Context: an optimization exercise on an open-source flow, tuned for small area and a short achievable clock period. The choices shown serve that exercise and are no tape-out recipe. Function was checked by simulation only, so behaviour that the tests miss may differ from the original. Power figures rest on the tool's default switching activity, not on a simulated workload.

==> quartz <==
// photon_tile
module photon_tile #(
    parameter TILE_ID = 0,
    parameter OPTICAL_LATENCY = 10
)(
    input  wire                clk,
    input  wire                rst_n,
    input  wire [31:0]         q_amplitude,
    input  wire [31:0]         k_phase,
    input  wire                fire_pulse,
    output reg  [31:0]         digital_score,
    output reg                 score_valid
);
Settings: LEC_CHECK=0, CAP_MARGIN=20, CORE_MARGIN=2, CORE_UTILIZATION=40, CTS_BUF_LIST=sky130_fd_sc_hd__clkbuf_4 sky130_fd_sc_hd__clkbuf_8, SLEW_MARGIN=20; clock period 10.0 ns.
standard.sh (not shown) runs the stock make flow with config.mk's settings and CLKGATE_MAP_FILE= SYNTH_SCRIPT=/design/flow/synth_recipe.tcl, a recipe that flattens the netlist after the stock synthesis.
==> flow/flow/run.sh <==
#!/bin/bash
set -euo pipefail
MARGIN=$(cat flow/margin.txt)
bash standard.sh SETUP_SLACK_MARGIN=$MARGIN finish > standard_flow.log 2>&1
==> flow/flow/margin.txt <==
6.8
==> nickel (differences from quartz) <==
==> flow/run.sh (new file) <==
#!/bin/bash
# synth_recipe.tcl (not shown) runs the flow's synth.tcl, then flattens the netlist and writes it again
# the make line also repeats each setting of config.mk as NAME=value (left out here)
make -C /OpenROAD-flow-scripts/flow DESIGN_CONFIG=/design/flow/config.mk WORK_HOME=/design/flow/orfs CLKGATE_MAP_FILE= SYNTH_SCRIPT=/design/flow/synth_recipe.tcl finish
CTS_BUF_LIST = default   (was sky130_fd_sc_hd__clkbuf_4 sky130_fd_sc_hd__clkbuf_8)
removed: flow/flow/run.sh
removed: flow/flow/margin.txt
removed: flow/standard.sh
==> comparison <==
- nickel produced a clean layout. quartz went through all stages and came out clean.
- Between quartz and nickel, the lower critical path depth is in nickel (gap 1).
- Against quartz, the register-to-register slack of nickel is lower by 0.72 ns.
- Of nickel and quartz, nickel has the higher hold slack (gap 0.0091 ns).
- Cell count: nickel is smaller than quartz (about 6%).
- In synthesized cell count, quartz and nickel do not differ.
- Combinational power: quartz is larger than nickel (about 12%).
- Against nickel, the utilization of quartz is higher by 4.0 points.
- First-iteration DRC count: nickel is smaller than quartz (about 27%).
- Of quartz and nickel, nickel has the higher clock skew (gap 0.0064 ns).
- Between quartz and nickel, the lower non-clock buffer count is in nickel (gap 138).
- Die area is the same in nickel and quartz.
==> figures <==
Layout cells sized above 1: quartz 27.0%; nickel 4.75%
Tot GR Track Use: quartz 20.7%; nickel 18.2%
Highest attainable clock frequency: quartz 282 MHz; nickel 234 MHz
Slowest library cell on the worst path: quartz sky130_fd_sc_hd__fa_1; nickel sky130_fd_sc_hd__dfxtp_1
Routed met1 length: quartz 24,900 microns; nickel 22,300 microns
Required time of the critical path: quartz 10.56 ns; nickel 10.50 ns
Maximum VDD drop: quartz 0.000145 V; nickel 0.000142 V
First DRT Iteration DRCs: quartz 966; nickel 706
Number of non-filler instances in the completed layout: quartz 3,140; nickel 2,952
Outcome: quartz complete, no violations; nickel complete, no violations
Buf+Inv Stages, Crit Path: quartz 3; nickel 2
CTS H-tree depth: quartz 3; nickel 2
Cells on worst reg2reg path: quartz 13; nickel 12
Layout-to-synthesis area ratio: quartz 1.246x; nickel 1.146x
Net switching component of the power: quartz 0.00228 W; nickel 0.00217 W
Post-Layout Inst Area: quartz 30,300 sq um; nickel 27,900 sq um
Seq/total area: quartz 34.2%; nickel 36.5%
Clk_skew: quartz 0.0461 ns; nickel 0.0526 ns
Hpwl dp: quartz 38,100 microns; nickel 38,900 microns
Share of total power in the clock network: quartz 26.5%; nickel 27.3%
Internal cell power: quartz 0.00511 W; nickel 0.00498 W
RePlAce Congestion: quartz 0.894; nickel 0.888
Wire length of the first global-routing pass: quartz 95,200 microns; nickel 86,100 microns

==> static timing again, ports no longer ideal <==
No port has a modelled driver above. Below, the same layouts with a new extraction and two added sets of constraints.
Step 1 sets driving cells, clkbuf_16 on the clock port and buf_2 on the other inputs (assumed; they add their load-dependent delay and slew).
Step 2 moves the port delays by t, midway between the first and last clock arrival at a register: inputs arrive t later, outputs are due t later. That takes back most of the time a late clock gives input paths.
a / b / c = ideal / step 1 / step 2; a / b = the first two.
| run | t, ns | setup slack, ns | worst register clock-pin slew, ns | cell pins on the clock port's net |
|---|---|---|---|---|
| quartz | 0.710 | 6.452 / 6.452 / 6.452 | 0.07 / 0.07 | 1 |
| nickel | 0.651 | 5.728 / 5.728 / 5.728 | 0.07 / 0.07 | 1 |
After both steps every run listed still meets setup and hold.
